From an optimization exercise on the open Yosys and OpenROAD flow, aimed at small area; shortcuts taken in it are not production practice. The RTL was checked by simulation tests, not by an equivalence proof against the original design. Power and IR drop assume default switching activity.

$ cat flow/config.mk
export PLATFORM = sky130hd
export DESIGN_NAME = PIO
export DESIGN_NICKNAME = PIO
export VERILOG_FILES = /design/flow/design.v
export SDC_FILE = /design/flow/constraint.sdc
export NUM_CORES = 4
export LEC_CHECK = 0
export CAP_MARGIN = 20
export CORE_MARGIN = 2
export CORE_UTILIZATION = 40
export SLEW_MARGIN = 20
$ cat flow/constraint.sdc
create_clock -name core_clock -period 8.0 [get_ports {user_clk}]
set_input_delay 1.6000 -clock core_clock [delete_from_list [all_inputs] [get_ports {user_clk}]]
set_output_delay 1.6000 -clock core_clock [all_outputs]
set_load 0.01 [all_outputs]
$ cat flow/design.v
`timescale 1ps/1ps
module PIO_TO_CTRL #(
  parameter TCQ = 1
) (
  input               clk,
  input               rst_n,
  input               req_compl,
  input               compl_done,
  input               cfg_to_turnoff,
  output  reg         cfg_turnoff_ok
  );
  reg                 trn_pending;
  always @ ( posedge clk ) begin
    if (!rst_n )
    begin
      trn_pending <= 0;
    end
    else
    begin
      if (!trn_pending && req_compl)
        trn_pending <= 1'b1;
      else if (compl_done)
        trn_pending <= 1'b0;
    end
  end
  always @ ( posedge clk ) begin
    if (!rst_n )
    begin
      cfg_turnoff_ok <= 1'b0;
    end
    else
    begin
      if ( cfg_to_turnoff  && !trn_pending)
        cfg_turnoff_ok <= 1'b1;
      else
        cfg_turnoff_ok <= 1'b0;
    end
  end
endmodule  
`default_nettype none
`timescale 1ps/1ps
module TX_MUX # (
	parameter C_DATA_WIDTH = 64,
	parameter TCQ = 1,
	parameter KEEP_WIDTH = C_DATA_WIDTH / 8
)(
	input wire clk,
	input wire sys_rst,
	input wire s_axis_tx_tready,
	output wire [C_DATA_WIDTH-1:0] s_axis_tx_tdata,
	output wire [KEEP_WIDTH-1:0] s_axis_tx_tkeep,
	output wire s_axis_tx_tlast,
	output wire s_axis_tx_tvalid,
	output wire tx_src_dsc,
	input wire s_axis_tx1_req,
	output reg s_axis_tx1_ack,
	output wire s_axis_tx1_tready,
	input wire [C_DATA_WIDTH-1:0] s_axis_tx1_tdata,
	input wire [KEEP_WIDTH-1:0] s_axis_tx1_tkeep,
	input wire s_axis_tx1_tlast,
	input wire s_axis_tx1_tvalid,
	input wire tx1_src_dsc,
	input wire s_axis_tx2_req,
	output reg s_axis_tx2_ack,
	output wire s_axis_tx2_tready,
	input wire [C_DATA_WIDTH-1:0] s_axis_tx2_tdata,
	input wire [KEEP_WIDTH-1:0] s_axis_tx2_tkeep,
	input wire s_axis_tx2_tlast,
	input wire s_axis_tx2_tvalid,
	input wire tx2_src_dsc
);
always @(posedge clk) begin
	if (sys_rst) begin
		s_axis_tx1_ack <= 1'b0;
		s_axis_tx2_ack <= 1'b0;
	end else begin
		case ({s_axis_tx2_ack, s_axis_tx1_ack})
		2'b00: begin
			if (s_axis_tx1_req)
				s_axis_tx1_ack <= 1'b1;
			else if (s_axis_tx2_req)
				s_axis_tx2_ack <= 1'b1;
			else begin
				s_axis_tx1_ack <= 1'b0;
				s_axis_tx2_ack <= 1'b0;
			end
		end
		2'b01: begin
			if (~s_axis_tx1_req) begin
				s_axis_tx1_ack <= 1'b0;
				if (s_axis_tx2_req)
					s_axis_tx2_ack <= 1'b1;
			end
		end
		2'b10: begin
			if (~s_axis_tx2_req) begin
				s_axis_tx2_ack <= 1'b0;
				if (s_axis_tx1_req)
					s_axis_tx1_ack <= 1'b1;
			end
		end
		2'b11: begin
		end
		endcase
	end
end
assign s_axis_tx1_tready= s_axis_tx_tready & s_axis_tx1_ack;
assign s_axis_tx2_tready= s_axis_tx_tready & s_axis_tx2_ack;
assign s_axis_tx_tdata  = s_axis_tx2_tdata | (s_axis_tx1_tdata & {C_DATA_WIDTH{s_axis_tx1_tvalid & ~s_axis_tx2_ack}});
assign s_axis_tx_tkeep  = s_axis_tx2_ack ? s_axis_tx2_tkeep:  s_axis_tx1_tkeep;
assign s_axis_tx_tlast  = s_axis_tx2_ack ? s_axis_tx2_tlast:  s_axis_tx1_tlast;
assign s_axis_tx_tvalid = s_axis_tx2_ack ? s_axis_tx2_tvalid: s_axis_tx1_tvalid;
assign tx_src_dsc       = s_axis_tx2_ack ? tx2_src_dsc:       tx1_src_dsc;
endmodule  
`default_nettype wire
`default_nettype none
`timescale 1ps/1ps
module PIO_EP_MEM_ACCESS  #(
	parameter TCQ = 1
) (
	input wire clk,
	input wire sys_rst,
	output wire soft_reset,
	input wire        rd_bar0,      
	input wire  [5:0] rd_idx,       
	output wire [31:0] rd_data,
	input wire  [2:0] wr_tgt,       
	input wire  [3:0] wr_be,
	input wire [31:0] wr_data,
	input wire        wr_en,
	output reg  [2:0] dma_testmode,
	output reg [31:2] dma_addrl,
	output reg [15:0] dma_addrh,
	output reg [31:2] dma_length,
	output reg [31:0] dma_para,
	input wire        st_valid,
	input wire [11:0] dma_tx_pps,
	input wire [19:0] dma_tx_dw,
	input wire [11:0] dma_rx_pps,
	input wire [21:0] dma_rx_dw,
	input wire  [2:0] debug_valid,
	input wire [31:0] debug1,
	input wire [31:0] debug2,
	input wire [31:0] debug3,
	input wire [15:0] debug4,
	input wire        user_lnk_up,
	input wire [15:0] cfg_command,
	input wire [15:0] cfg_dcommand,
	input wire [15:0] cfg_lcommand,
	output reg  [1:0] pl_directed_link_change,
	output reg  [1:0] pl_directed_link_width,
	output reg        pl_directed_link_speed,
	output wire       pl_directed_link_auton,
	input wire        pl_directed_change_done,
	input wire        pl_sel_lnk_rate,
	input wire  [1:0] pl_sel_lnk_width,
	input wire  [5:0] pl_ltssm_state
);
reg [31:0] read_data;
reg req_link_change;
reg req_link_speed;
reg [1:0] req_link_width;
function [15:0] size_bytes;
	input [2:0] code;
	case (code)
	3'b000: size_bytes = 16'd128;
	3'b001: size_bytes = 16'd256;
	3'b010: size_bytes = 16'd512;
	3'b011: size_bytes = 16'd1024;
	3'b100: size_bytes = 16'd2048;
	3'b101: size_bytes = 16'd4096;
	default: size_bytes = 16'd0;
	endcase
endfunction
wire nr = ~sys_rst;
wire s00 = (rd_idx == 6'h00) & nr;
wire s01 = (rd_idx == 6'h01) & nr;
wire s02 = (rd_idx == 6'h02) & nr;
wire s03 = (rd_idx == 6'h03) & nr;
wire s04 = (rd_idx == 6'h04) & nr;
wire s05 = (rd_idx == 6'h05) & nr;
wire s06 = (rd_idx == 6'h06) & nr;
wire s08 = (rd_idx == 6'h08) & st_valid & nr;
wire s09 = (rd_idx == 6'h09) & st_valid & nr;
wire s0a = (rd_idx == 6'h0a) & st_valid & nr;
wire s0b = (rd_idx == 6'h0b) & st_valid & nr;
wire s10 = (rd_idx == 6'h10) & debug_valid[0] & nr;
wire s11 = (rd_idx == 6'h11) & debug_valid[1] & nr;
wire s12 = (rd_idx == 6'h12) & debug_valid[2] & nr;
wire s13 = (rd_idx == 6'h13) & nr;
wire [31:0] rd_mux =
	({32{s00}} & {3'h0, pl_sel_lnk_rate, 2'h0, pl_sel_lnk_width, 21'h0, dma_testmode}) |
	({32{s01}} & dma_para) |
	({32{s02}} & {cfg_command, cfg_lcommand}) |
	({32{s03}} & {size_bytes(cfg_dcommand[7:5]), size_bytes(cfg_dcommand[14:12])}) |
	({32{s04}} & {16'h0, dma_addrh}) |
	({32{s05}} & {dma_addrl, 2'b00}) |
	({32{s06}} & {dma_length, 2'b00}) |
	({32{s08}} & {20'h0, dma_tx_pps}) |
	({32{s09}} & {12'h0, dma_tx_dw}) |
	({32{s0a}} & {20'h0, dma_rx_pps}) |
	({32{s0b}} & {10'h0, dma_rx_dw}) |
	({32{s10}} & debug1) |
	({32{s11}} & debug2) |
	({32{s12}} & debug3) |
	({32{s13}} & {16'h0, debug4});
wire [31:0] wd = wr_data & {32{nr}};
wire we0 = wr_en && (wr_tgt == 3'd1);
wire we1 = wr_en && (wr_tgt == 3'd2);
wire we4 = wr_en && (wr_tgt == 3'd3);
wire we5 = wr_en && (wr_tgt == 3'd4);
wire we6 = wr_en && (wr_tgt == 3'd5);
always @(posedge clk) begin
	if (sys_rst | rd_bar0)
		read_data <= rd_mux;
	req_link_change <= we0 & wr_be[0] & nr;
	if (sys_rst | (we0 & wr_be[0])) begin
		req_link_speed <= wd[28];
		req_link_width <= wd[25:24];
	end
	if (sys_rst | (we0 & wr_be[3])) dma_testmode <= wd[2:0];
	if (sys_rst | (we1 & wr_be[0])) dma_para[31:24] <= wd[31:24];
	if (sys_rst | (we1 & wr_be[1])) dma_para[23:16] <= wd[23:16] | {3'b000, sys_rst, 1'b0, sys_rst, sys_rst, 1'b0};
	if (sys_rst | (we1 & wr_be[2])) dma_para[15: 8] <= wd[15:8] | {4'b0000, sys_rst, 1'b0, sys_rst, 1'b0};
	if (sys_rst | (we1 & wr_be[3])) dma_para[ 7: 0] <= wd[7:0] | {3'b000, sys_rst, 4'b0000};
	if (sys_rst | (we4 & wr_be[2])) dma_addrh[15: 8] <= wd[15:8];
	if (sys_rst | (we4 & wr_be[3])) dma_addrh[ 7: 0] <= wd[7:0] | {6'b000000, sys_rst, 1'b0};
	if (sys_rst | (we5 & wr_be[0])) dma_addrl[31:24] <= wd[31:24];
	if (sys_rst | (we5 & wr_be[1])) dma_addrl[23:16] <= wd[23:16];
	if (sys_rst | (we5 & wr_be[2])) dma_addrl[15: 8] <= wd[15:8];
	if (sys_rst | (we5 & wr_be[3])) dma_addrl[ 7: 2] <= wd[7:2];
	if (sys_rst | (we6 & wr_be[0])) dma_length[31:24] <= wd[31:24];
	if (sys_rst | (we6 & wr_be[1])) dma_length[23:16] <= wd[23:16];
	if (sys_rst | (we6 & wr_be[2])) dma_length[15: 8] <= wd[15:8];
	if (sys_rst | (we6 & wr_be[3])) dma_length[ 7: 2] <= wd[7:2];
end
localparam LC_IDLE  = 2'b00;
localparam LC_WAIT  = 2'b01;
localparam LC_WAIT2 = 2'b10;
reg [1:0] lc_state;
always @(posedge clk) begin
	if (sys_rst) begin
		lc_state <= LC_IDLE;
		pl_directed_link_change <= 2'b00;
		pl_directed_link_speed <= 1'b0;
		pl_directed_link_width <= 2'b00;
	end else begin
		case (lc_state)
		LC_IDLE: begin
			if (req_link_change && ((req_link_speed != pl_sel_lnk_rate) || (req_link_width != pl_sel_lnk_width)))
				lc_state <= LC_WAIT;
		end
		LC_WAIT: begin
			if (user_lnk_up && pl_ltssm_state == 6'h16) begin
				if (req_link_speed != pl_sel_lnk_rate) begin
					pl_directed_link_change[1] <= 1'b1;
					pl_directed_link_speed <= req_link_speed;
				end
				if (req_link_width != pl_sel_lnk_width) begin
					pl_directed_link_change[0] <= 1'b1;
					pl_directed_link_width <= req_link_width;
				end
				lc_state <= LC_WAIT2;
			end
		end
		LC_WAIT2: begin
			if (pl_directed_change_done || !user_lnk_up) begin
				pl_directed_link_change <= 2'b00;
				pl_directed_link_speed <= 1'b0;
				pl_directed_link_width <= 2'b00;
				lc_state <= LC_IDLE;
			end
		end
		default: ;
		endcase
	end
end
assign pl_directed_link_auton = 1'b0;
assign soft_reset = req_link_change;
assign rd_data = rd_bar0 ? read_data : 32'h0;
endmodule
`default_nettype wire
`timescale 1ps/1ps
module PIO_RX_ENGINE  #(
  parameter TCQ = 1,
  parameter C_DATA_WIDTH = 64,
  parameter KEEP_WIDTH = C_DATA_WIDTH / 8
) (
  input                         clk,
  input                         rst_n,
  input  [C_DATA_WIDTH-1:0]     m_axis_rx_tdata,
  input                         m_axis_rx_tvalid,
  input    [21:0]               m_axis_rx_tuser,
  output reg         req_compl,
  output reg         req_compl_wd,
  input              compl_done,
  output reg [2:0]   req_tc,
  output reg         req_td,
  output reg         req_ep,
  output reg [1:0]   req_attr,
  output reg [9:0]   req_len,
  output reg [15:0]  req_rid,
  output reg [7:0]   req_tag,
  output reg [3:0]   req_be,
  output reg         req_bar0,       
  output reg [5:0]   req_idx,        
  output reg [2:0]   wr_tgt,         
  output reg [3:0]   wr_be,
  output reg [31:0]  wr_data,
  output reg         wr_en
);
  localparam S_RST   = 3'd0;
  localparam S_RD    = 3'd1;    
  localparam S_WR32  = 3'd2;    
  localparam S_WR64  = 3'd3;    
  localparam S_DW3   = 3'd4;    
  localparam S_WAITW = 3'd5;    
  localparam S_WAITR = 3'd6;    
  localparam S_WAITS = 3'd7;    
  localparam T_NONE = 3'd0;
  localparam T_R00  = 3'd1;
  localparam T_R01  = 3'd2;
  localparam T_R04  = 3'd3;
  localparam T_R05  = 3'd4;
  localparam T_R06  = 3'd5;
  reg [2:0] state;
  reg       stuck;
  reg       rx_ready;
  wire sof_present = m_axis_rx_tuser[14];
  wire sof_mid     = m_axis_rx_tuser[13];
  wire bar0 = m_axis_rx_tuser[2] & ~m_axis_rx_tuser[4] & ~m_axis_rx_tuser[8];
  wire [63:0] hdr = sof_mid ? m_axis_rx_tdata[127:64] : m_axis_rx_tdata[63:0];
  wire [6:0]  fmt_type = hdr[30:24];
  wire        fmt_b7   = hdr[31];
  wire [9:0]  len      = hdr[9:0];
  wire        len1     = (len == 10'd1);
  wire        lennz    = (len != 10'd0);
  wire is_rd32 = (fmt_type == 7'b00_00000);
  wire is_wr32 = (fmt_type == 7'b10_00000);
  wire is_rd64 = (fmt_type == 7'b01_00000);
  wire is_wr64 = (fmt_type == 7'b11_00000);
  wire is_iord = (fmt_type == 7'b00_00010);
  wire is_iowr = (fmt_type == 7'b10_00010);
  function [2:0] tgt;
    input       b0;
    input [5:0] idx;
    begin
      if (!b0)
        tgt = T_NONE;
      else case (idx)
        6'h00: tgt = T_R00;
        6'h01: tgt = T_R01;
        6'h04: tgt = T_R04;
        6'h05: tgt = T_R05;
        6'h06: tgt = T_R06;
        default: tgt = T_NONE;
      endcase
    end
  endfunction
  wire sop = m_axis_rx_tvalid && rx_ready && sof_present;
  wire ld_rd_mid  = sof_mid && (((is_rd32 || is_rd64) && lennz) || (is_iord && len1));
  wire ld_rd_rt   = !sof_mid && (is_rd32 || is_rd64 || is_iord) && len1;
  wire ld_io      = is_iowr && len1;
  wire ld_wbe     = (is_wr32 || is_wr64 || is_iowr) && len1;
  always @(posedge clk) begin
    if (sop) begin
      req_len <= len;
      if (ld_rd_mid || ld_rd_rt || ld_io) begin
        req_tc   <= hdr[22:20];
        req_td   <= hdr[15];
        req_ep   <= hdr[14];
        req_attr <= hdr[13:12];
        req_rid  <= hdr[63:48];
        req_tag  <= hdr[47:40];
      end
      if (ld_wbe)
        wr_be <= hdr[35:32];
      stuck <= fmt_b7;
    end
    if (sop && !sof_mid && (is_wr32 || is_iowr)) begin
      wr_data <= m_axis_rx_tdata[127:96];
    end else if (state == S_WR32) begin
      wr_data <= m_axis_rx_tdata[63:32];
    end else if (state == S_WR64) begin
      wr_data <= m_axis_rx_tdata[95:64];
    end else begin
      wr_data <= m_axis_rx_tdata[31:0];
    end
    if (sop && !sof_mid)
      wr_tgt <= tgt(bar0, m_axis_rx_tdata[71:66]);
    else if (state == S_WR32 || state == S_WR64)
      wr_tgt <= tgt(bar0, m_axis_rx_tdata[7:2]);
  end
  always @(posedge clk) begin
    if (!rst_n) begin
      rx_ready     <= 1'b0;
      req_compl    <= 1'b0;
      req_compl_wd <= 1'b1;
      req_be       <= 4'b0;
      req_bar0     <= 1'b0;
      req_idx      <= 6'b0;
      wr_en        <= 1'b0;
      state        <= S_RST;
    end else begin
      wr_en        <= 1'b0;
      req_compl    <= 1'b0;
      case (state)
        S_RST: begin
          rx_ready     <= 1'b1;
          req_compl_wd <= 1'b1;
          if (sop) begin
            rx_ready <= 1'b0;
            if (sof_mid) begin
              if (ld_rd_mid)
                req_be <= hdr[35:32];
              if (ld_rd_mid)
                state <= S_RD;
              else if ((is_wr32 || is_iowr) && len1)
                state <= S_WR32;
              else if (is_wr64 && len1)
                state <= S_WR64;
            end else begin
              if (ld_rd_rt) begin
                req_be    <= hdr[35:32];
                req_bar0  <= bar0;
                req_idx   <= m_axis_rx_tdata[71:66];
                req_compl <= 1'b1;
                state     <= fmt_b7 ? S_WAITS : S_WAITR;
              end else if ((is_wr32 || is_iowr) && len1) begin
                wr_en     <= 1'b1;
                if (is_iowr) begin
                  req_compl    <= 1'b1;
                  req_compl_wd <= 1'b0;
                end
                state     <= fmt_b7 ? S_WAITS : S_WAITW;
              end else if (is_wr64) begin
                if (len1)
                  state <= S_DW3;
                else
                  state <= fmt_b7 ? S_WAITS : S_WAITW;
              end
            end
          end
        end
        S_RD: if (m_axis_rx_tvalid) begin
          req_bar0     <= bar0;
          req_idx      <= m_axis_rx_tdata[7:2];
          req_compl    <= 1'b1;
          req_compl_wd <= 1'b1;
          state        <= stuck ? S_WAITS : S_WAITR;
        end
        S_WR32, S_WR64, S_DW3: if (m_axis_rx_tvalid) begin
          wr_en <= 1'b1;
          state <= stuck ? S_WAITS : S_WAITW;
        end
        S_WAITW: begin
          rx_ready <= 1'b1;
          state    <= S_RST;
        end
        S_WAITR: if (compl_done) begin
          rx_ready <= 1'b1;
          state    <= S_RST;
        end
        default: ;
      endcase
    end
  end
endmodule  
`default_nettype none
`timescale 1ps/1ps
module PIO_TX_ENGINE    #(
  parameter C_DATA_WIDTH = 64,
  parameter TCQ = 1,
  parameter KEEP_WIDTH = C_DATA_WIDTH / 8
)(
  input wire        clk,
  input wire        rst_n,
  output  reg                     s_axis_tx_req,
  input wire                      s_axis_tx_ack,
  input wire                      s_axis_tx_tready,
  output  reg [C_DATA_WIDTH-1:0]  s_axis_tx_tdata,    
  output  wire [KEEP_WIDTH-1:0]   s_axis_tx_tkeep,
  output  wire                    s_axis_tx_tlast,
  output  reg                     s_axis_tx_tvalid,
  output wire                     tx_src_dsc,
  input wire                      req_compl,
  input wire                      req_compl_wd,
  output wire                     compl_done,
  input wire [2:0]                req_tc,
  input wire                      req_td,
  input wire                      req_ep,
  input wire [1:0]                req_attr,
  input wire [9:0]                req_len,
  input wire [15:0]               req_rid,
  input wire [7:0]                req_tag,
  input wire [3:0]                req_be,
  input wire [4:0]                req_addr,      
  input wire [31:0]               rd_data,
  input wire [15:0]               completer_id
);
localparam PIO_CPLD_FMT_TYPE      = 7'b10_01010;
localparam PIO_CPL_FMT_TYPE       = 7'b00_01010;
  reg [3:0]   rd_be;
  reg [11:0]  byte_count;
  reg [6:0]   lower_addr;
  reg         req_compl_q, req_compl_wd_q;
  reg         req_compl_q2, req_compl_wd_q2;
  reg         hold_state;
  reg         keep_hi, keep_lo;
  assign tx_src_dsc = 1'b0;
  always @(posedge clk)
    rd_be <= req_be;
  always @ (rd_be) begin
    casex (rd_be[3:0])
      4'b1xx1 : byte_count = 12'h004;
      4'b01x1 : byte_count = 12'h003;
      4'b1x10 : byte_count = 12'h003;
      4'b0011 : byte_count = 12'h002;
      4'b0110 : byte_count = 12'h002;
      4'b1100 : byte_count = 12'h002;
      4'b0001 : byte_count = 12'h001;
      4'b0010 : byte_count = 12'h001;
      4'b0100 : byte_count = 12'h001;
      4'b1000 : byte_count = 12'h001;
      4'b0000 : byte_count = 12'h001;
      default : byte_count = 12'h001;
    endcase
  end
  always @ (rd_be or req_addr or req_compl_wd_q2) begin
    casex ({req_compl_wd_q2, rd_be[3:0]})
       5'b1_0000 : lower_addr = {req_addr[4:0], 2'b00};
       5'b1_xxx1 : lower_addr = {req_addr[4:0], 2'b00};
       5'b1_xx10 : lower_addr = {req_addr[4:0], 2'b01};
       5'b1_x100 : lower_addr = {req_addr[4:0], 2'b10};
       5'b1_1000 : lower_addr = {req_addr[4:0], 2'b11};
       default   : lower_addr = 7'h0;
    endcase
  end
  always @ ( posedge clk ) begin
    if (!rst_n) begin
      req_compl_q     <= 1'b0;
      req_compl_wd_q  <= 1'b1;
      req_compl_q2    <= 1'b0;
      req_compl_wd_q2 <= 1'b0;
    end else begin
      req_compl_q     <= req_compl;
      req_compl_wd_q  <= req_compl_wd;
      req_compl_q2    <= req_compl_q;
      req_compl_wd_q2 <= req_compl_wd_q;
    end
  end
  wire pending = req_compl_q2 | hold_state;
  wire send    = pending & s_axis_tx_tready & s_axis_tx_ack;
  always @ ( posedge clk ) begin
    if (send)
      s_axis_tx_tdata <= {
                          rd_data,                   
                          req_rid,                   
                          req_tag,                   
                          {1'b0},                    
                          lower_addr,                
                          completer_id,              
                          {3'b0},                    
                          {1'b0},                    
                          byte_count,                
                          {1'b0},                    
                          (req_compl_wd_q2 ?
                          PIO_CPLD_FMT_TYPE :
                          PIO_CPL_FMT_TYPE),         
                          {1'b0},                    
                          req_tc,                    
                          {4'b0},                    
                          req_td,                    
                          req_ep,                    
                          req_attr,                  
                          {2'b0},                    
                          req_len                    
                          };
  end
  always @ ( posedge clk ) begin
    if (!rst_n) begin
      s_axis_tx_tvalid  <= 1'b0;
      keep_hi           <= 1'b0;
      keep_lo           <= 1'b0;
      s_axis_tx_req     <= 1'b0;
      hold_state        <= 1'b0;
    end else if (pending) begin
      if (send) begin
        s_axis_tx_tvalid  <= 1'b1;
        keep_hi           <= req_compl_wd_q2;
        keep_lo           <= 1'b1;
        hold_state        <= 1'b0;
        s_axis_tx_req     <= 1'b0;
      end else begin
        hold_state        <= 1'b1;
        s_axis_tx_req     <= 1'b1;
      end
    end else begin
      s_axis_tx_tvalid  <= 1'b0;
      keep_hi           <= 1'b1;
      keep_lo           <= 1'b1;
    end
  end
  assign s_axis_tx_tlast = s_axis_tx_tvalid;
  assign compl_done      = s_axis_tx_tvalid;
  assign s_axis_tx_tkeep = {{4{keep_hi}}, {12{keep_lo}}};
endmodule  
`default_nettype wire
`default_nettype none
`timescale 1ps/1ps
module PIO_DMATEST # (
	parameter C_DATA_WIDTH = 64,
	parameter TCQ = 1,
	parameter KEEP_WIDTH = C_DATA_WIDTH / 8
)(
	input wire clk,
	input wire sys_rst,
	input wire soft_reset,
	input wire s_axis_other_req,
	output reg s_axis_tx_req,
	input wire s_axis_tx_ack,
	input wire s_axis_tx_tready,
	output wire [C_DATA_WIDTH-1:0] s_axis_tx_tdata,
	output wire [KEEP_WIDTH-1:0] s_axis_tx_tkeep,
	output wire s_axis_tx_tlast,
	output wire s_axis_tx_tvalid,
	output wire tx_src_dsc,
	input wire [15:0] cfg_completer_id,
	input wire [C_DATA_WIDTH-1:0] m_axis_rx_tdata,
	input wire [KEEP_WIDTH-1:0] m_axis_rx_tkeep,
	input wire m_axis_rx_tlast,
	input wire m_axis_rx_tvalid,
	input wire [21:0] m_axis_rx_tuser,
	input wire [15:0] cfg_command,
	input wire [15:0] cfg_dcommand,
	input wire [15:0] cfg_lcommand,
	input wire [15:0] cfg_dcommand2,
	input wire  [2:0] dma_testmode,
	input wire [31:2] dma_addrl,
	input wire [15:0] dma_addrh,
	input wire [31:2] dma_length,
	input wire [31:0] dma_para,
	output reg        st_valid,
	output wire [11:0] dma_tx_pps,
	output wire [19:0] dma_tx_dw,
	output wire [11:0] dma_rx_pps,
	output wire [21:0] dma_rx_dw,
	output reg  [2:0] debug_valid,
	output reg [31:0] debug1,
	output reg [31:0] debug2,
	output reg [31:0] debug3,
	output wire [15:0] debug4
);
wire sof_present = m_axis_rx_tuser[14];
reg oneshot_1sec;
reg [11:0] lfsr_1sec;
wire lfsr_end = (lfsr_1sec == 12'he9d);
always @(posedge clk) begin
	if (sys_rst) begin
		lfsr_1sec <= 12'h001;
		oneshot_1sec <= 1'b0;
	end else begin
		oneshot_1sec <= lfsr_end;
		if (lfsr_end)
			lfsr_1sec <= 12'h001;
		else
			lfsr_1sec <= {lfsr_1sec[10:0], lfsr_1sec[11] ^ lfsr_1sec[10] ^ lfsr_1sec[9] ^ lfsr_1sec[3]};
	end
end
localparam TLP_TX_IDLE      = 2'd0;
localparam TLP_TX_WRITE     = 2'd1;
localparam TLP_TX_READ      = 2'd2;
localparam TLP_TX_READWAIT  = 2'd3;
localparam K_ZERO = 3'd0;
localparam K_W1   = 3'd1;
localparam K_W2   = 3'd2;
localparam K_W3   = 3'd3;
localparam K_W4   = 3'd4;
localparam K_WH   = 3'd5;	 
localparam K_RH   = 3'd6;	 
reg [1:0] tx_state;
reg rw_wait;
reg [15:0] tlp_tx_count;
reg [11:0] tlp_tx_pps;
reg [19:0] tlp_tx_dw;
reg [11:0] tlp_rx_pps;
reg [21:0] tlp_rx_dw;
reg [11:0] st_tx_pps;
reg [19:0] st_tx_dw;
reg [11:0] st_rx_pps;
reg [21:0] st_rx_dw;
reg [31:2] dma_addr;
reg [31:2] dma_len;
reg [7:0] tlp_tx_tag;
reg [7:0] tlp_rx_tag;
reg tx_done;
reg rx_done;
reg [15:0] tlp_remain;
reg [15:0] debug4_r;
reg [2:0]  kind;
reg [31:0] b_hi;	 
reg [15:0] b_ah;	 
reg [15:0] b_cid;	 
reg [7:0]  b_tag;	 
reg [7:0]  b_len;	 
wire read_fire = (tlp_tx_count == {8'h00, dma_para[15:8]});
wire read_send = read_fire && (tlp_remain <= dma_para[31:16]);
wire go_on = s_axis_tx_tready && !s_axis_other_req;
always @(posedge clk) begin
	if (sys_rst) begin
		dma_addr <= 30'h0;
		tlp_tx_tag <= 8'h0;
		tlp_rx_tag <= 8'h0;
		tlp_tx_pps <= 12'h0;
		tlp_tx_dw <= 20'h0;
		s_axis_tx_req <= 1'b0;
		kind <= K_ZERO;
		tx_done <= 1'b0;
		tx_state <= TLP_TX_IDLE;
		rw_wait <= 1'b0;
	end else begin
		tx_done <= 1'b0;
		rw_wait <= 1'b0;
		kind <= K_ZERO;
		if (oneshot_1sec) begin
			tlp_tx_pps <= 12'h0;
			tlp_tx_dw <= 20'h0;
		end
		case (tx_state)
		TLP_TX_IDLE: begin
			tlp_tx_count <= 16'h0;
			if (rw_wait) begin
			end else if (dma_testmode != 3'h0 && s_axis_other_req == 1'b0) begin
				if (dma_addr == 30'h0) begin
					dma_addr <= dma_addrl;
					dma_len  <= dma_length;
				end
				s_axis_tx_req <= 1'b1;
				if (s_axis_tx_ack && s_axis_tx_tready) begin
					if (dma_testmode == 3'b001)
						tx_state <= TLP_TX_WRITE;
					else if (dma_testmode[1])
						tx_state <= TLP_TX_READ;
					else if (dma_testmode[2])
						rw_wait <= 1'b1;
				end
			end else
				s_axis_tx_req <= 1'b0;
		end
		TLP_TX_WRITE: begin
			tlp_tx_count <= tlp_tx_count + 16'h1;
			case (tlp_tx_count[2:0])
			3'd0: kind <= K_WH;
			3'd1: kind <= K_W1;
			3'd2: kind <= K_W2;
			3'd3: kind <= K_W3;
			3'd4: begin
				kind <= K_W4;
				tx_done <= 1'b1;
				if (!oneshot_1sec)
					tlp_tx_pps <= tlp_tx_pps + 12'h1;
				dma_addr <= dma_addr + {22'h00, dma_para[7:0]};
				dma_len <= dma_len - {22'h00, dma_para[7:0]};
				tlp_tx_tag <= tlp_tx_tag + 8'h1;
				if (dma_len == 30'h00) begin
					dma_addr <= dma_addrl;
					dma_len  <= dma_length;
				end
				if (go_on)
					tlp_tx_count <= 16'h0;
			end
			default: begin
				s_axis_tx_req <= 1'b0;
				tx_state <= TLP_TX_IDLE;
			end
			endcase
		end
		TLP_TX_READ: begin
			tlp_tx_count <= tlp_tx_count + 16'h1;
			if (read_fire) begin
				tlp_tx_count <= 16'h0;
				if (read_send) begin
					tx_done <= 1'b1;
					kind <= K_RH;
					if (!oneshot_1sec) begin
						tlp_tx_pps <= tlp_tx_pps + 12'h1;
						tlp_tx_dw <= tlp_tx_dw + {12'h0, dma_para[7:0]};
					end
					dma_addr <= dma_addr + {22'h00, dma_para[7:0]};
					dma_len <= dma_len - {22'h00, dma_para[7:0]};
					tlp_rx_tag <= tlp_rx_tag + 8'h1;
					if (dma_len == 30'h00) begin
						dma_addr <= dma_addrl;
						dma_len  <= dma_length;
					end
					if (go_on && dma_testmode[0])
						tx_state <= TLP_TX_READWAIT;
				end
				if (!go_on) begin
					s_axis_tx_req <= 1'b0;
					tx_state <= TLP_TX_IDLE;
				end
			end
		end
		TLP_TX_READWAIT: begin
			if (!go_on) begin
				s_axis_tx_req <= 1'b0;
				tx_state <= TLP_TX_IDLE;
			end else if (rx_done)
				tx_state <= TLP_TX_READ;
		end
		endcase
	end
end
always @(posedge clk) begin
	if (tx_state == TLP_TX_WRITE && tlp_tx_count[2:0] == 3'd1)
		b_hi <= {20'h0, tlp_tx_pps};
	else
		b_hi <= {dma_addr, 2'b00};
	b_ah <= dma_addrh;
	b_cid <= cfg_completer_id;
	b_tag <= (tx_state == TLP_TX_WRITE) ? tlp_tx_tag : tlp_rx_tag;
	b_len <= dma_para[7:0];
end
wire k_wh = (kind == K_WH) & s_axis_tx_ack;
wire k_rh = (kind == K_RH) & s_axis_tx_ack;
wire k_h  = k_wh | k_rh;
wire k_w1 = (kind == K_W1) & s_axis_tx_ack;
wire k_w2 = (kind == K_W2) & s_axis_tx_ack;
wire k_w3 = (kind == K_W3) & s_axis_tx_ack;
wire k_w4 = (kind == K_W4) & s_axis_tx_ack;
assign s_axis_tx_tvalid = (kind != K_ZERO);
assign s_axis_tx_tlast  = (kind == K_W4) | (kind == K_RH);
assign s_axis_tx_tkeep  = {KEEP_WIDTH{s_axis_tx_tvalid}};
assign s_axis_tx_tdata  =
	({128{k_h}}  & {b_hi, 16'h0, b_ah, b_cid, b_tag, 8'hFF, 8'h00, 8'h00, 8'h00, b_len}) |
	({128{k_wh}} & 128'h00000000_00000000_00000000_60000000) |
	({128{k_rh}} & 128'h00000000_00000000_00000000_20000000) |
	({128{k_w1}} & {b_hi, 96'hFFFF0000_FFFFFFFF_55D50040}) |
	({128{k_w2}} & 128'h0A5AC0A8_00004011_002E0000_08004500) |
	({128{k_w3}} & 128'hCC00CC00_001A0000_02660D5E_0165C0A8) |
	({128{k_w4}} & 128'h40414243_3C3D3E3F_38393A3B_34353637);
assign tx_src_dsc = 1'b0;
wire cpld = m_axis_rx_tuser[13] ? (m_axis_rx_tdata[94:88] == 7'b1001010)
                                : (m_axis_rx_tdata[30:24] == 7'b1001010);
wire rx_hit = m_axis_rx_tvalid && sof_present && cpld;
always @(posedge clk) begin
	if (sys_rst) begin
		tlp_rx_pps <= 12'h0;
		tlp_rx_dw <= 22'h0;
		rx_done <= 1'b0;
		debug_valid <= 3'b000;
	end else begin
		if (oneshot_1sec) begin
			tlp_rx_pps <= 12'h0;
			tlp_rx_dw <= 22'h0;
		end
		rx_done <= rx_hit;
		if (rx_hit) begin
			if (tlp_rx_pps == 12'd0) debug_valid[0] <= 1'b1;
			if (tlp_rx_pps == 12'd1) debug_valid[1] <= 1'b1;
			if (tlp_rx_pps == 12'd2) debug_valid[2] <= 1'b1;
			if (!oneshot_1sec) begin
				tlp_rx_pps <= tlp_rx_pps + 12'h1;
				tlp_rx_dw <= tlp_rx_dw + {12'h0, m_axis_rx_tuser[13] ? m_axis_rx_tdata[73:64] : m_axis_rx_tdata[9:0]};
			end
		end
	end
end
always @(posedge clk) begin
	if (oneshot_1sec) begin
		st_tx_pps <= tlp_tx_pps;
		st_tx_dw <= tlp_tx_dw;
		st_rx_pps <= tlp_rx_pps;
		st_rx_dw <= tlp_rx_dw;
	end
	if (rx_hit && tlp_rx_pps == 12'd0) debug1 <= m_axis_rx_tdata[127:96];
	if (rx_hit && tlp_rx_pps == 12'd1) debug2 <= m_axis_rx_tdata[127:96];
	if (rx_hit && tlp_rx_pps == 12'd2) debug3 <= m_axis_rx_tdata[127:96];
end
always @(posedge clk) begin
	if (sys_rst)
		st_valid <= 1'b0;
	else if (oneshot_1sec)
		st_valid <= 1'b1;
end
always @(posedge clk) begin
	if (sys_rst || soft_reset) begin
		tlp_remain <= 16'd0;
		if (sys_rst)
			debug4_r <= 16'h0;
	end else begin
		debug4_r <= tlp_remain;
		if (tx_done == 1'b1 && rx_done == 1'b0)
			tlp_remain <= tlp_remain + 16'd1;
		else if (tx_done == 1'b0 && rx_done == 1'b1)
			tlp_remain <= tlp_remain - 16'd1;
	end
end
assign dma_tx_pps = st_tx_pps;
assign dma_tx_dw  = st_tx_dw;
assign dma_rx_pps = st_rx_pps;
assign dma_rx_dw  = st_rx_dw;
assign debug4     = debug4_r;
endmodule
`default_nettype wire
`timescale 1ps/1ps
module PIO_EP #(
  parameter C_DATA_WIDTH = 64,	     
  parameter KEEP_WIDTH = C_DATA_WIDTH / 8,	       
  parameter TCQ	= 1
) (
  input			 sys_rst,
  input			 clk,
  input			 rst_n,
  input                  user_lnk_up,
  output  [1:0]                 pl_directed_link_change,
  output  [1:0]                 pl_directed_link_width,
  output                        pl_directed_link_speed,
  output                        pl_directed_link_auton,
  input                         pl_directed_change_done,
  input                         pl_sel_lnk_rate,
  input [1:0]                   pl_sel_lnk_width,
  input [5:0]                   pl_ltssm_state,
  input			 s_axis_tx_tready,
  output  [C_DATA_WIDTH-1:0]    s_axis_tx_tdata,
  output  [KEEP_WIDTH-1:0]      s_axis_tx_tkeep,
  output			s_axis_tx_tlast,
  output			s_axis_tx_tvalid,
  output			tx_src_dsc,
  input   [C_DATA_WIDTH-1:0]    m_axis_rx_tdata,
  input   [KEEP_WIDTH-1:0]      m_axis_rx_tkeep,
  input			 m_axis_rx_tlast,
  input			 m_axis_rx_tvalid,
  output			m_axis_rx_tready,
  input   [21:0]		m_axis_rx_tuser,
  output			req_compl,
  output			compl_done,
  input   [15:0]		cfg_completer_id,
  input [15:0]                  cfg_command,
  input [15:0]                  cfg_dcommand,
  input [15:0]                  cfg_lcommand,
  input [15:0]                  cfg_dcommand2,
	input [3:0] dipsw,
	output [7:0] led
);
    wire  [13:0]      rd_addr;
    wire  [3:0]       rd_be;
    wire  [31:0]      rd_data;
    wire  [2:0]       wr_tgt;
    wire  [3:0]       wr_be;
    wire  [31:0]      wr_data;
    wire	      wr_en;
    wire	      wr_busy;
    wire	      req_compl_int;
    wire	      req_compl_wd;
    wire	      compl_done_int;
    wire  [2:0]       req_tc;
    wire	      req_td;
    wire	      req_ep;
    wire  [1:0]       req_attr;
    wire  [9:0]       req_len;
    wire  [15:0]      req_rid;
    wire  [7:0]       req_tag;
    wire  [3:0]       req_be;
    wire              req_bar0;
    wire  [5:0]       req_idx;
    wire  [15:0]      req_addr = {1'b0, req_bar0, 6'b0, req_idx, 2'b00};
    wire              m_axis_rx_tready1;
    assign m_axis_rx_tready = 1'b1;  
wire  [2:0] dma_testmode;
wire [31:2] dma_addrl;
wire [15:0] dma_addrh;
wire [31:2] dma_length;
wire [31:0] dma_para;
wire        st_valid;
wire [11:0] dma_tx_pps;
wire [19:0] dma_tx_dw;
wire [11:0] dma_rx_pps;
wire [21:0] dma_rx_dw;
wire  [2:0] debug_valid;
wire soft_reset;
wire [7:0] debug = 8'h00;
wire [31:0] debug1, debug2, debug3;
wire [15:0] debug4;
    PIO_EP_MEM_ACCESS  #(
       .TCQ( TCQ )
       ) EP_MEM_inst (
      .sys_rst(sys_rst),
      .clk(clk),
      .soft_reset(soft_reset),
      .rd_bar0(req_bar0),
      .rd_idx(req_idx),
      .rd_data(rd_data),
      .wr_tgt(wr_tgt),
      .wr_be(wr_be),
      .wr_data(wr_data),
      .wr_en(wr_en),
      .dma_testmode(dma_testmode),
      .dma_addrl(dma_addrl),
      .dma_addrh(dma_addrh),
      .dma_length(dma_length),
      .dma_para(dma_para),
      .st_valid(st_valid),
      .dma_tx_pps(dma_tx_pps),
      .dma_tx_dw(dma_tx_dw),
      .dma_rx_pps(dma_rx_pps),
      .dma_rx_dw(dma_rx_dw),
      .debug_valid(debug_valid),
      .debug1(debug1),
      .debug2(debug2),
      .debug3(debug3),
      .debug4(debug4),
      .user_lnk_up(user_lnk_up),
      .cfg_command( cfg_command ),
      .cfg_dcommand( cfg_dcommand ),
      .cfg_lcommand( cfg_lcommand ),
      .pl_directed_link_auton( pl_directed_link_auton ),
      .pl_directed_link_change( pl_directed_link_change ),
      .pl_directed_link_speed( pl_directed_link_speed ),
      .pl_directed_link_width( pl_directed_link_width ),
      .pl_directed_change_done( pl_directed_change_done ),
      .pl_sel_lnk_rate ( pl_sel_lnk_rate ),
      .pl_sel_lnk_width ( pl_sel_lnk_width ),
      .pl_ltssm_state ( pl_ltssm_state )
      );
  PIO_RX_ENGINE #(
    .C_DATA_WIDTH( C_DATA_WIDTH ),
    .KEEP_WIDTH( KEEP_WIDTH ),
    .TCQ( TCQ )
  ) EP_RX_inst (
    .clk(clk),
    .rst_n(rst_n),
    .m_axis_rx_tdata( m_axis_rx_tdata ),
    .m_axis_rx_tvalid( m_axis_rx_tvalid ),
    .m_axis_rx_tuser ( m_axis_rx_tuser ),
    .req_compl(req_compl_int),
    .req_compl_wd(req_compl_wd),
    .compl_done(compl_done_int),
    .req_tc(req_tc),
    .req_td(req_td),
    .req_ep(req_ep),
    .req_attr(req_attr),
    .req_len(req_len),
    .req_rid(req_rid),
    .req_tag(req_tag),
    .req_be(req_be),
    .req_bar0(req_bar0),
    .req_idx(req_idx),
    .wr_tgt(wr_tgt),
    .wr_be(wr_be),
    .wr_data(wr_data),
    .wr_en(wr_en)
  );
wire s_axis_tx1_req, s_axis_tx2_req;
wire s_axis_tx1_ack, s_axis_tx2_ack;
wire s_axis_tx1_tready, s_axis_tx2_tready;
wire [C_DATA_WIDTH-1:0] s_axis_tx1_tdata, s_axis_tx2_tdata;
wire [KEEP_WIDTH-1:0] s_axis_tx1_tkeep, s_axis_tx2_tkeep;
wire s_axis_tx1_tlast, s_axis_tx2_tlast;
wire s_axis_tx1_tvalid, s_axis_tx2_tvalid;
wire tx1_src_dsc, tx2_src_dsc;
TX_MUX # (
	.C_DATA_WIDTH( C_DATA_WIDTH ),
	.KEEP_WIDTH( KEEP_WIDTH ),
	.TCQ( TCQ )
) TXMUX_inst (
	.clk(clk),
	.sys_rst(sys_rst),
	.s_axis_tx_tready(s_axis_tx_tready),
	.s_axis_tx_tdata(s_axis_tx_tdata),
	.s_axis_tx_tkeep(s_axis_tx_tkeep),
	.s_axis_tx_tlast(s_axis_tx_tlast),
	.s_axis_tx_tvalid(s_axis_tx_tvalid),
	.tx_src_dsc(tx_src_dsc),
	.s_axis_tx1_req(s_axis_tx1_req),
	.s_axis_tx1_ack(s_axis_tx1_ack),
	.s_axis_tx1_tready(s_axis_tx1_tready),
	.s_axis_tx1_tdata(s_axis_tx1_tdata),
	.s_axis_tx1_tkeep(s_axis_tx1_tkeep),
	.s_axis_tx1_tlast(s_axis_tx1_tlast),
	.s_axis_tx1_tvalid(s_axis_tx1_tvalid),
	.tx1_src_dsc(tx1_src_dsc),
	.s_axis_tx2_req(s_axis_tx2_req),
	.s_axis_tx2_ack(s_axis_tx2_ack),
	.s_axis_tx2_tready(s_axis_tx2_tready),
	.s_axis_tx2_tdata(s_axis_tx2_tdata),
	.s_axis_tx2_tkeep(s_axis_tx2_tkeep),
	.s_axis_tx2_tlast(s_axis_tx2_tlast),
	.s_axis_tx2_tvalid(s_axis_tx2_tvalid),
	.tx2_src_dsc(tx2_src_dsc)
);
  PIO_TX_ENGINE #(
    .C_DATA_WIDTH( C_DATA_WIDTH ),
    .KEEP_WIDTH( KEEP_WIDTH ),
    .TCQ( TCQ )
  )EP_TX_inst(
    .clk(clk),				   
    .rst_n(rst_n),			       
    .s_axis_tx_req(s_axis_tx1_req),
    .s_axis_tx_ack(s_axis_tx1_ack),
    .s_axis_tx_tready( s_axis_tx1_tready ),       
    .s_axis_tx_tdata( s_axis_tx1_tdata ),	 
    .s_axis_tx_tkeep( s_axis_tx1_tkeep ),	 
    .s_axis_tx_tlast( s_axis_tx1_tlast ),	 
    .s_axis_tx_tvalid( s_axis_tx1_tvalid ),       
    .tx_src_dsc( tx1_src_dsc ),		   
    .req_compl(req_compl_int),		 
    .req_compl_wd(req_compl_wd),	       
    .compl_done(compl_done_int),		 
    .req_tc(req_tc),			   
    .req_td(req_td),			   
    .req_ep(req_ep),			   
    .req_attr(req_attr),		       
    .req_len(req_len),			 
    .req_rid(req_rid),			 
    .req_tag(req_tag),			 
    .req_be(req_be),			   
    .req_addr(req_idx[4:0]),
    .rd_data(rd_data),			 
    .completer_id(cfg_completer_id)	    
    );
PIO_DMATEST # (
	.C_DATA_WIDTH( C_DATA_WIDTH ),
	.KEEP_WIDTH( KEEP_WIDTH ),
	.TCQ( TCQ )
) PIO_DMATEST_inst (
	.clk(clk),
	.sys_rst(sys_rst),
        .soft_reset(soft_reset),
	.s_axis_other_req(s_axis_tx1_req),
	.s_axis_tx_req(s_axis_tx2_req),
	.s_axis_tx_ack(s_axis_tx2_ack),
	.s_axis_tx_tready( s_axis_tx2_tready ),       
	.s_axis_tx_tdata( s_axis_tx2_tdata ),	 
	.s_axis_tx_tkeep( s_axis_tx2_tkeep ),	 
	.s_axis_tx_tlast( s_axis_tx2_tlast ),	 
	.s_axis_tx_tvalid( s_axis_tx2_tvalid ),       
	.tx_src_dsc( tx2_src_dsc ),		   
	.cfg_completer_id(cfg_completer_id),    
	.m_axis_rx_tdata( m_axis_rx_tdata ),     
	.m_axis_rx_tkeep( m_axis_rx_tkeep ),     
	.m_axis_rx_tlast( m_axis_rx_tlast ),     
	.m_axis_rx_tvalid( m_axis_rx_tvalid ),   
	.m_axis_rx_tuser ( m_axis_rx_tuser ),    
        .cfg_command( cfg_command ),
        .cfg_dcommand( cfg_dcommand ),
        .cfg_lcommand( cfg_lcommand ),
        .cfg_dcommand2( cfg_dcommand2 ),
	.dma_testmode(dma_testmode),
	.dma_addrl(dma_addrl),
	.dma_addrh(dma_addrh),
	.dma_length(dma_length),
	.dma_para(dma_para),
	.st_valid(st_valid),
	.dma_tx_pps(dma_tx_pps),
	.dma_tx_dw(dma_tx_dw),
	.dma_rx_pps(dma_rx_pps),
	.dma_rx_dw(dma_rx_dw),
	.debug_valid(debug_valid),
	.debug1(debug1),
	.debug2(debug2),
	.debug3(debug3),
	.debug4(debug4)
);
assign led = debug;
assign req_compl  = req_compl_int;
assign compl_done = compl_done_int;
endmodule  
`timescale 1ps/1ps
module PIO #(
  parameter C_DATA_WIDTH = 128,             
  parameter KEEP_WIDTH = C_DATA_WIDTH / 8,               
  parameter TCQ        = 1
)(
  input                         sys_rst,
  input                         user_clk,
  input                         user_reset,
  input                         user_lnk_up,
  output  [1:0]                 pl_directed_link_change,
  output  [1:0]                 pl_directed_link_width,
  output                        pl_directed_link_speed,
  output                        pl_directed_link_auton,
  input                         pl_directed_change_done,
  input                         pl_sel_lnk_rate,
  input [1:0]                   pl_sel_lnk_width,
  input [5:0]                   pl_ltssm_state,
  input                         s_axis_tx_tready,
  output  [C_DATA_WIDTH-1:0]    s_axis_tx_tdata,
  output  [KEEP_WIDTH-1:0]      s_axis_tx_tkeep,
  output                        s_axis_tx_tlast,
  output                        s_axis_tx_tvalid,
  output                        tx_src_dsc,
  input  [C_DATA_WIDTH-1:0]     m_axis_rx_tdata,
  input  [KEEP_WIDTH-1:0]       m_axis_rx_tkeep,
  input                         m_axis_rx_tlast,
  input                         m_axis_rx_tvalid,
  output                        m_axis_rx_tready,
  input    [21:0]               m_axis_rx_tuser,
  input                         cfg_to_turnoff,
  output                        cfg_turnoff_ok,
  input [15:0]                  cfg_completer_id,
  input [15:0]                  cfg_command,
  input [15:0]                  cfg_dcommand,
  input [15:0]                  cfg_lcommand,
  input [15:0]                  cfg_dcommand2,
	input [3:0] dipsw,
	output [7:0] led
);  
  wire          req_compl;
  wire          compl_done;
  reg           pio_reset_n;
  always @(posedge user_clk) begin
    if (user_reset)
        pio_reset_n <= 1'b0;
    else
        pio_reset_n <= user_lnk_up;
  end
  PIO_EP  #(
    .C_DATA_WIDTH( C_DATA_WIDTH ),
    .KEEP_WIDTH( KEEP_WIDTH ),
    .TCQ( TCQ )
  ) PIO_EP_inst (
    .sys_rst( sys_rst ),
    .clk( user_clk ),                              
    .rst_n( pio_reset_n ),                         
    .user_lnk_up( user_lnk_up ),
    .pl_directed_link_change( pl_directed_link_change ),
    .pl_directed_link_width( pl_directed_link_width ),
    .pl_directed_link_speed( pl_directed_link_speed ),
    .pl_directed_link_auton( pl_directed_link_auton ),
    .pl_directed_change_done ( pl_directed_change_done ),
    .pl_sel_lnk_rate ( pl_sel_lnk_rate ),
    .pl_sel_lnk_width ( pl_sel_lnk_width ),
    .pl_ltssm_state ( pl_ltssm_state ),
    .s_axis_tx_tready( s_axis_tx_tready ),         
    .s_axis_tx_tdata( s_axis_tx_tdata ),           
    .s_axis_tx_tkeep( s_axis_tx_tkeep ),           
    .s_axis_tx_tlast( s_axis_tx_tlast ),           
    .s_axis_tx_tvalid( s_axis_tx_tvalid ),         
    .tx_src_dsc( tx_src_dsc ),                     
    .m_axis_rx_tdata( m_axis_rx_tdata ),           
    .m_axis_rx_tkeep( m_axis_rx_tkeep ),           
    .m_axis_rx_tlast( m_axis_rx_tlast ),           
    .m_axis_rx_tvalid( m_axis_rx_tvalid ),         
    .m_axis_rx_tready( m_axis_rx_tready ),         
    .m_axis_rx_tuser ( m_axis_rx_tuser ),          
    .req_compl(req_compl),                         
    .compl_done(compl_done),                       
    .cfg_completer_id ( cfg_completer_id ),         
    .cfg_command( cfg_command ),
    .cfg_dcommand( cfg_dcommand ),
    .cfg_lcommand( cfg_lcommand ),
    .cfg_dcommand2( cfg_dcommand2 ),
	.dipsw(dipsw),
	.led(led)
  );
  PIO_TO_CTRL #(
    .TCQ( TCQ )
  ) PIO_TO_inst  (
    .clk( user_clk ),                        
    .rst_n( pio_reset_n ),                   
    .req_compl( req_compl ),                 
    .compl_done( compl_done ),               
    .cfg_to_turnoff( cfg_to_turnoff ),       
    .cfg_turnoff_ok( cfg_turnoff_ok )        
  );
endmodule  
$ cat flow/run.sh
#!/bin/bash
# synth_recipe.tcl (not shown) runs the flow's synth.tcl, then flattens the netlist and writes it again
# the make line also repeats each setting of config.mk as NAME=value (left out here)
make -C /OpenROAD-flow-scripts/flow DESIGN_CONFIG=/design/flow/config.mk WORK_HOME=/design/flow/orfs CLKGATE_MAP_FILE= SYNTH_SCRIPT=/design/flow/synth_recipe.tcl finish
==> run summary, run 1 <==
Power and ir drop:
- The power density normalized to cell area is 235 nW/um^2.
- The worst ir drop on vdd is 197 uV.
- The part of the power in registers is 47.7%.
- The clock network fraction of total power is 38.5%.
- Net switching is 27.4% of the power.
- The switching power total is 2.87 mW.
- For this design the static power due to leakage is 16.0 nW.
- The share of total power dissipated in combinational logic is 13.8%.
- The internal power of the cells totals 7.61 mW.

Place:
- In this run the tool buffered the top-level ports with 351 buffer cells.
- The post-placement cell area is 41700 um^2.
- The weighted congestion reported at the end of routability-driven placement is 0.923.
- Including well taps, the total number of placed cells is 4688.
- Timing analysis after detailed placement gives a worst setup slack of 2540 ps.
- The total half-perimeter wirelength after legalization and detailed placement is 95.8 mm.

Routing:
- The number of routed nets with antenna violations is 0.
- Wire segments on met3 add up to 12.7 mm in the final route.
- The number of vias after detailed routing is 28100.
- The met2 wire length is 60.0 mm.
- The detailed-routing wirelength on met1 is 53.5 mm.
- The detailed-router iteration count before antenna repair is 6.
- After detailed routing, the average wire length per cell comes to 27.0 um.
- In the routed design, unresolved DRC markers number 0.
- Signal routing reaches up to met5.
- After detailed routing, the number of vias per cell comes to 5.80.
- For this block, the initial DRC count from the detailed router was 3538.
- The overall routed net length is 131 mm.

Synth:
- By area the synthesized netlist is led by edfxtp_1 42%, dfxtp_1 17%, ha_1 3.0%.
- The mean instance size in the synthesized netlist is 11.4 um^2.
- Ranked by instance count, the synthesized netlist is headed by 519 x edfxtp_1, 309 x dfxtp_1, 251 x nand2_1.
- Yosys instantiated no cell more often than edfxtp_1.
- The synthesized design contains 828 register bits.
- After Yosys synthesis, and, or, nand and nor cells account for 13.9% of the synthesized area.
- For this run, the number of Yosys warnings is 7.
- Yosys mapped the design onto 78 distinct sky130hd cell types.
- The combined area of all synthesized cells is 37100 um^2.
- In the synthesized netlist, the number of instances is 3244.
- The fraction of synthesized cell area taken by the top area cell type is 42.0%.
- The synthesized netlist devotes 3.27% of its cell area to adder and majority cells.
- Of the synthesized area, sequential elements account for 58.7%.
- The fraction of registers with async set/reset is 0%.
- The portion of synthesized area spent on multiplexers is 3.42%.
- The cell type with the highest aggregate area in the netlist is edfxtp_1.
- The area share of xor/xnor cells in the synthesized design is 2.74%.
- After synthesis, the largest family of logic cells by area is compound AO/OA/AOI/OAI gates.
- The synthesized-area fraction occupied by ao, oa, aoi and oai cells is 14.4%.
- The number of enable-type register cells in the synthesized netlist is 519.
- The main flop type after synthesis is edfxtp_1.

Die:
- Measured along the y axis, the die boundary spans 308 um.
- The standard-cell row count is 111.
- The floorplan step set the die width to 308 um.
- The floorplan step defined a die boundary enclosing 95100 um^2.
- The floorplan step defined a core boundary enclosing 91800 um^2.
- The top-level port count is 431.
- For this configuration, the core starts out at a cell density of 40.4%.

Global routing:
- The first global-routing pass estimated 184 mm of wire.
- Global routing consumed, over all layers together, 26.8% of the routing resources.
- Entering global routing, the biggest net connects 78 pins.
- The total overflow left after global routing is 0.
- The via count of the first global-routing pass is 25800.
- The initial antenna violation count is 6.

Run:
- The number of violations of the max-capacitance limit is 0.

Setup path:
- The cell seen most often among critical-path stages is nor2_1.
- The largest stage delay on the critical path is 660 ps.
- The flop-to-flop setup slack is 3610 ps.
- The startpoint identified for the worst register-to-register timing path is PIO_EP_inst.PIO_DMATEST_inst.dma_len[11].
- Walking the worst path, the cells encountered are inv_1 > nor2_1 > nand2_1 > nor2_1 > buf_4 > or2_2 > a221o_1 > clkdlybuf4s50_1.
- STA classifies the critical path startpoint as a register.
- In this run the critical register-to-register path is captured at PIO_EP_inst.PIO_DMATEST_inst.dma_addr[14].
- The number of cells on the worst reg-to-reg path is 9.
- The data arrival at the endpoint of the critical path is 3810 ps.
- The maximum fanout along the worst path is 12.
- The worst-path cell with the longest stage delay is dfxtp_1.
- STA puts the critical path data required time at 6400 ps.
- The critical path endpoint category is a primary output.
- The kind of critical path is register to primary output.

Layout:
- The layout filler cell count is 8320.
- At the end of the flow, the number of nets in the layout was 3896.
- 0 antenna diodes ended up in the layout.
- In the final layout, the share of cells above drive strength 1 is 8.59%.
- The layout-stage area growth over the synthesis result is 20.1%.
- Once layout is done, the placed cells without fillers occupy 44500 um^2.
- The finished layout holds 4851 standard cells, fillers aside.
- The utilization of the core after routing is 48.5%.

STA:
- The time the final worst path needs with I/O delays and setup is 5410 ps.
- Adding up every negative setup slack in the final design gives 0 ps.
- Setup repair after global routing left no endpoint under its margin.
- At the pin with the least slew margin, the transition time is 1170 ps.
- The tightest slew margin relative to the limit is 22.1%.
- Based on the critical path, the design can be clocked at up to 185 MHz.
- The final max-slew violation count is 0.
- The final worst-path setup slack is 2590 ps.
- The share of the clock period used by the worst path is 67.7%.
- The number of failing hold endpoints at the final stage is 0.
- Clock skew on the completed layout was measured at 21.1 ps.
- The final setup violation count is 0.

Clocking:
- The deepest clock path buffer count is 3.
- The clock latency of the later-clocked register in the worst-skew pair is 650 ps.
- The H-tree was split into 3 levels.
- TritonCTS built the clock tree.
- The cell sitting at the root of the clock tree is a clkbuf_16.
- The number of buffers inserted to repair setup after CTS is 0.
- Buffers inserted during clock tree synthesis total 86.
- The number of clock sinks seen by CTS is 828.
- Once the clock tree was built, the resizer swapped 0 gates to a different size.
- For this design, the CTS-stage hold fixing added 0 buffers.
- The clock-pin slew on the worst setup and hold paths is 60 ps.

Min path:
- The class of the worst hold path is register to register.
- The sink of the worst hold path is PIO_EP_inst.EP_TX_inst.rd_be[0].
- The worst hold path passes through 0 cells.
- In this run the most critical hold path is launched from PIO_EP_inst.EP_RX_inst.req_be[0].

Outcome:
- The flow ran to the end and the layout has no timing, DRC or antenna violations.
==> cell families after synthesis <==
logic type	after synthesis
DFF	828
muxes	119
adders and majority gates	94
xor gates and xnor gates	116
AOI/OAI and AO/OA	761
and+or+nand+nor	1027
buffers and inverters	297
other	2
==> critical path, delay by kind of cell (launching register included) <==
kind	cells	cell delay [ps]
compound gates	1	230
flops	1	660
buf+inv	3	1140
simple gates	4	1110
==> sequential cells by signal (all words and copies together) (netlist names), 32 cells and up <==
name,cells
PIO_EP_inst.EP_MEM_inst.dma_para,32
PIO_EP_inst.PIO_DMATEST_inst.b_hi,32
PIO_EP_inst.PIO_DMATEST_inst.debug2,32
PIO_EP_inst.EP_TX_inst.s_axis_tx_tdata,100
PIO_EP_inst.EP_RX_inst.wr_data,32
PIO_EP_inst.PIO_DMATEST_inst.debug1,32
PIO_EP_inst.PIO_DMATEST_inst.debug3,32
PIO_EP_inst.EP_MEM_inst.read_data,32
==> cell usage in the layout (no fill, tap or decap), types with 11 or more instances in the layout <==
master           synthesis  layout
nand2_1                251     250
o211ai_1                11      11
dfxtp_1                309     307
nor3b_1                 13      13
a222oi_1                25      25
nor2b_1                 65      63
a221o_1                 57      57
clkinv_2                 0      15
nand3_1                 87      87
clkbuf_16                0      92
and3_1                  37      34
or4_1                   11      11
mux2i_1                 57      57
nor3_1                  50      47
clkbuf_1               155      23
or2_2                   25      25
nor2_1                 234     223
a31oi_1                 11      11
o21bai_1                11      11
xor2_1                  48      48
and2_1                  88      88
a211oi_1                30      30
nor4_1                  39      38
a21o_1                  75      75
clkdlybuf4s50_1          0     349
a21oi_1                177     177
nand4_1                 33      33
a22o_1                  48      48
conb_1                   2      15
o21ai_0                127     127
a221oi_1                33      33
ha_1                    89      89
a22oi_1                 58      58
nand2b_1                22      21
xnor2_1                 68      68
edfxtp_1               519     519
buf_4                   38      52
mux2_2                  62      62
inv_1                   83      83
or3_1                   32      32
==> how the worst max path moves through the flow <==
stage / depth (start not counted) / endpoint / from
floorplan: 2 / PIO_EP_inst.EP_TX_inst.s_axis_tx_tdata[0] / s_axis_tx_tready
global placement: 6 / PIO_EP_inst.PIO_DMATEST_inst.debug1[28] / m_axis_rx_tuser[13]
detailed placement: 12 / PIO_EP_inst.PIO_DMATEST_inst.tlp_rx_dw[21] / m_axis_rx_tdata[65]
CTS: 8 / s_axis_tx_tdata[68] / PIO_EP_inst.TXMUX_inst.s_axis_tx2_ack
global route: 8 / s_axis_tx_tdata[68] / PIO_EP_inst.TXMUX_inst.s_axis_tx2_ack
finish: 8 / s_axis_tx_tdata[68] / PIO_EP_inst.TXMUX_inst.s_axis_tx2_ack
==> final cells by class <==
type / count / area (um^2) / area share, %
well taps: 1243 / 1560 / 3.49
multi-input cells: 2132 / 14200 / 31.8
clock buffers: 124 / 2500 / 5.62
clock inverters: 38 / 322 / 0.722
repair buffers: 403 / 3890 / 8.74
flip-flops and latches: 828 / 21800 / 48.9
inverters: 83 / 312 / 0.700
==> metrics by stage <==
stage	hold WS, ps	total power, mW
after global routing	366	10.8
final	354	10.5
after CTS	353	10.5
after global placement	342	6.47
after floorplan	330	5.94
after detailed placement	340	6.49
==> power by group through the flow <==
stage,Clock [mW],Combinational [mW],Sequential (mW)
floorplan,0,0.963,4.98
global route,4.23,1.56,5.02
CTS,4.05,1.42,4.99
global placement,0,1.39,5.08
finish,4.04,1.44,5.00
detailed placement,0,1.41,5.08
==> routing by layer <==
metal	vias to the layer above	track usage (%)
met5	-	0
met4	6	9.19
met3	259	6.17
met2	1449	42.3
met1	13800	36.2
li1	12600	-
==> inputs of run 2 (changes only) <==
==> flow/flow/run.sh (new file) <==
#!/bin/bash
# Standard ORFS layout (the standard.sh, standard synthesis) with two changes:
#  - port buffers use sky130_fd_sc_hd__buf_1 (every port still gets its own buffer);
#  - clock tree: no dummy loads; clkbuf_16 root and trunk, clkbuf_4 leaf buffers
#    driving sink clusters of up to 8 flip-flops within 40 um.
# make's full output goes to flow_make.log; each ORFS step logs under orfs/logs/.
set -euo pipefail
bash standard.sh \
  "BUFFER_PORTS_ARGS=-buffer_cell sky130_fd_sc_hd__buf_1" \
  "CTS_ARGS=-sink_clustering_enable -repair_clock_nets -dont_use_dummy_load -buf_list {sky130_fd_sc_hd__clkbuf_4 sky130_fd_sc_hd__clkbuf_16} -root_buf sky130_fd_sc_hd__clkbuf_16 -tree_buf sky130_fd_sc_hd__clkbuf_16 -sink_clustering_buffer sky130_fd_sc_hd__clkbuf_4 -sink_clustering_size 8 -sink_clustering_max_diameter 40" \
  finish > flow_make.log 2>&1 || { tail -50 flow_make.log; exit 1; }
tail -5 flow_make.log
==> flow/standard.sh (new file) <==
#!/bin/bash
# synth_recipe.tcl (not shown) runs the flow's synth.tcl, then flattens the netlist and writes it again
# the make line also repeats each setting of config.mk as NAME=value (left out here)
make -C /OpenROAD-flow-scripts/flow DESIGN_CONFIG=/design/flow/config.mk WORK_HOME=/design/flow/orfs CLKGATE_MAP_FILE= SYNTH_SCRIPT=/design/flow/synth_recipe.tcl "${@:-finish}"
removed: flow/run.sh
==> run summary, run 2 <==
Min path:
- The number of instances on the worst hold path came to 0 (unchanged).
- The sink of the worst hold path is PIO_EP_inst.EP_TX_inst.rd_be[3].
- The worst hold path startpoint is PIO_EP_inst.EP_RX_inst.req_be[3].
- The min-delay analysis places its worst path in the category register to register.

Die:
- The starting utilization of the core area came to 40.4% (unchanged).
- The die span in x was 308 um (unchanged).
- The standard-cell row count is 111 (unchanged).
- The die area is 95100 um^2 (unchanged).
- The die boundary height is 308 um (unchanged).

Clocking:
- The maximum level of the CTS H-tree was 3 (unchanged).
- The clock latency of the later-clocked register in the worst-skew pair is 640 ps (about the same).
- The CTS root buffer is clkbuf_16.
- TritonCTS built the clock tree.
- The clock-pin slew on the worst setup and hold paths came to 90 ps (+30 ps).
- The CTS buffer count is 120 (+40%).

Global routing:
- The overall fraction of global-route tracks in use is 26.4% (-0.34 points).
- The wire length of the first global-routing pass is 182 mm (-1.2%).
- The total grt overflow is 0 (unchanged).
- The maximum number of pins on one net before global-route repair is 79 (+1.3%).
- The initial antenna violation count is 11 (+5).

Synth:
- The main flop type after synthesis is edfxtp_1.
- The number of different library cells in the post-synthesis netlist is 78 (unchanged).
- The fraction of synthesized cell area taken by the top area cell type is 42.0% (unchanged).
- The number of enable-type register cells in the synthesized netlist is 519 (unchanged).
- The post-synthesis sequential element count is 828 (unchanged).
- The most common cell in the netlist is edfxtp_1.
- The combined area of all synthesized cells came to 37100 um^2 (unchanged).
- The gate count after technology mapping came to 3244 (unchanged).

Setup path:
- The count of buffering cells on the critical path with inverters included is 2 (-1).
- The worst setup path is captured at a primary output.
- Broken down by cell family, the worst path's largest delay share belongs to simple AND/OR/NAND/NOR gates.
- The data required time of the worst path is 6400 ps (about the same).
- The worst-path cell with the longest stage delay is dfxtp_1.
- The flop-to-flop setup slack came to 3580 ps (-30 ps).
- The launching point of the worst reg2reg path is PIO_EP_inst.PIO_DMATEST_inst.dma_len[11].
- The number of cells on the worst reg-to-reg path was 9 (unchanged).
- The largest stage delay on the critical path was 670 ps (about the same).
- The data arrival at the endpoint of the critical path is 3790 ps (-20 ps).

Layout:
- The layout filler cell count is 8790 (+5.6%).
- The number of flip-flops under the largest register name was 100 (unchanged).
- The most common cell after layout, fill and taps aside is edfxtp_1.
- The total non-filler cell area in the finished layout is 40600 um^2 (-8.8%).
- The post-layout net count was 3930 (+0.87%).
- The share of layout cells above drive strength 1 is 8.41% (-0.18 points).
- The layout-stage area growth over the synthesis result is 9.53%.
- The footprint of the flip-flops and latches is 21800 um^2 (unchanged).

Routing:
- The iteration-0 DRC count of the detailed router is 3436 (-2.9%).
- The detailed-router iteration count before antenna repair is 6 (unchanged).
- The detailed-route wire length per cell is 26.9 um (-0.46%).

Power and ir drop:
- The switching portion of total power came to 29.4% (+2.1 points).
- The switching power total is 2.53 mW (-12%).
- The clock network fraction of total power is 26.5% (-12 points).
- The internal power contribution is 6.08 mW (-20%).
- The part of the power in registers is 57.9% (+10 points).
- The worst ir drop on vdd is 120 uV (-39%).
- The leakage power total is 14.4 nW (-10%).
- The power density normalized to cell area came to 212 nW/um^2 (-9.8%).

STA:
- The tightest slew margin relative to the limit is 22.3% (+0.21 points).
- The final max-slew violation count is 0 (unchanged).
- The maximum operating frequency came to 186 MHz (+0.43%).
- The number of failing hold endpoints at the final stage was 0 (unchanged).
- The worst-margin pin slew came to 1160 ps (-4.32 ps).
- The setup total negative slack was 0 ps (unchanged).
- Setup repair after global routing left no endpoint under its margin.
- The time the final worst path needs with I/O delays and setup is 5390 ps (-23.3 ps).
- The final setup skew came to 52.7 ps (+31.7 ps).
- The final setup violation count is 0 (unchanged).

Place:
- The weighted congestion reported at the end of routability-driven placement is 0.941 (+2.0%).
- The total half-perimeter wirelength after legalization and detailed placement came to 94.5 mm (-1.4%).

Outcome:
- The flow ran to the end and the layout has no timing, DRC or antenna violations.

Run:
- The number of violations of the max-capacitance limit came to 0 (unchanged).
[run 2: kinds of logic (layout without fill, tap and decap cells)]
group           count (synthesis)  count (layout)  synth area share, %
compound gates                761             761                 14.4
xor+xnor                      116             116                 2.74
fa+ha+maj                      94              94                 3.27
buf+inv                       297             606                 3.46
simple gates                 1027            1027                 13.9
mux                           119             119                 3.42
other cells                     2              19               0.0203
flops                         828             828                 58.7
[run 2: routing by layer]
layer	track usage (%)	wire length (um)	share of wire, %	vias up
li1	-	-	-	12700
met1	35.9	53000	41	14000
met2	40.6	58500	45	1351
met3	7.10	13300	10	222
met4	9.38	4400	3.4	8
met5	0	170	0.13	-
[run 2: layout make-up]
| type | instances | share of cell area, % |
|---|---|---|
| Antenna cell | 4 | 0.0247 |
| Clock buffer | 120 | 2.61 |
| Inverter | 83 | 0.767 |
| Multi-Input combinational cell | 2132 | 34.9 |
| Sequential cell | 828 | 53.6 |
| Tap cell | 1243 | 3.83 |
| Timing Repair Buffer | 403 | 4.22 |
[run 2: worst max-delay path by stage]
stage                                          start  cells past startpoint                                         end  slack, ps
4_1_cts        PIO_EP_inst.TXMUX_inst.s_axis_tx2_ack                      6                         s_axis_tx_tdata[20]       2570
6_report       PIO_EP_inst.TXMUX_inst.s_axis_tx2_ack                      6                         s_axis_tx_tdata[48]       2610
3_3_place_gp                     m_axis_rx_tuser[13]                     12  PIO_EP_inst.PIO_DMATEST_inst.tlp_rx_dw[21]       2510
3_5_place_dp                     m_axis_rx_tuser[13]                     12  PIO_EP_inst.PIO_DMATEST_inst.tlp_rx_dw[21]       2470
2_1_floorplan                       s_axis_tx_tready                      2   PIO_EP_inst.EP_TX_inst.s_axis_tx_tdata[0]       1570
5_1_grt        PIO_EP_inst.TXMUX_inst.s_axis_tx2_ack                      6                         s_axis_tx_tdata[48]       2460
[run 2: power by group through the flow]
stage               registers [mW]  logic [mW]  clock network, mW
finish                        4.99        1.35               2.28
global route                  5.01        1.47               2.48
CTS                           4.98        1.32               2.31
detailed placement            5.08        1.32                  0
global placement              5.08        1.30                  0
floorplan                     4.98       0.963                  0
[run 2: stage by stage]
| step | hold slack (ps) | utilization, % | setup slack [ps] | instances | total power, mW |
|---|---|---|---|---|---|
| 2_1_floorplan | 330 | - | 1570 | 3257 | 5.94 |
| 3_3_place_gp | 344 | 43.1 | 2510 | 4688 | 6.37 |
| 3_5_place_dp | 347 | 43.1 | 2470 | 4688 | 6.39 |
| 4_1_cts | 363 | 44.2 | 2570 | 4808 | 8.61 |
| 5_1_grt | 367 | 44.2 | 2460 | 4809 | 8.95 |
| 6_report | 364 | 44.2 | 2610 | 4813 | 8.62 |

Setup slack of run 2, layout unchanged: 2.611 ns with ideal ports, 2.543 ns with driving cells assumed (clock clkbuf_16, inputs buf_2), 2.416 ns with port delays also shifted by the 0.683 ns mid clock arrival.
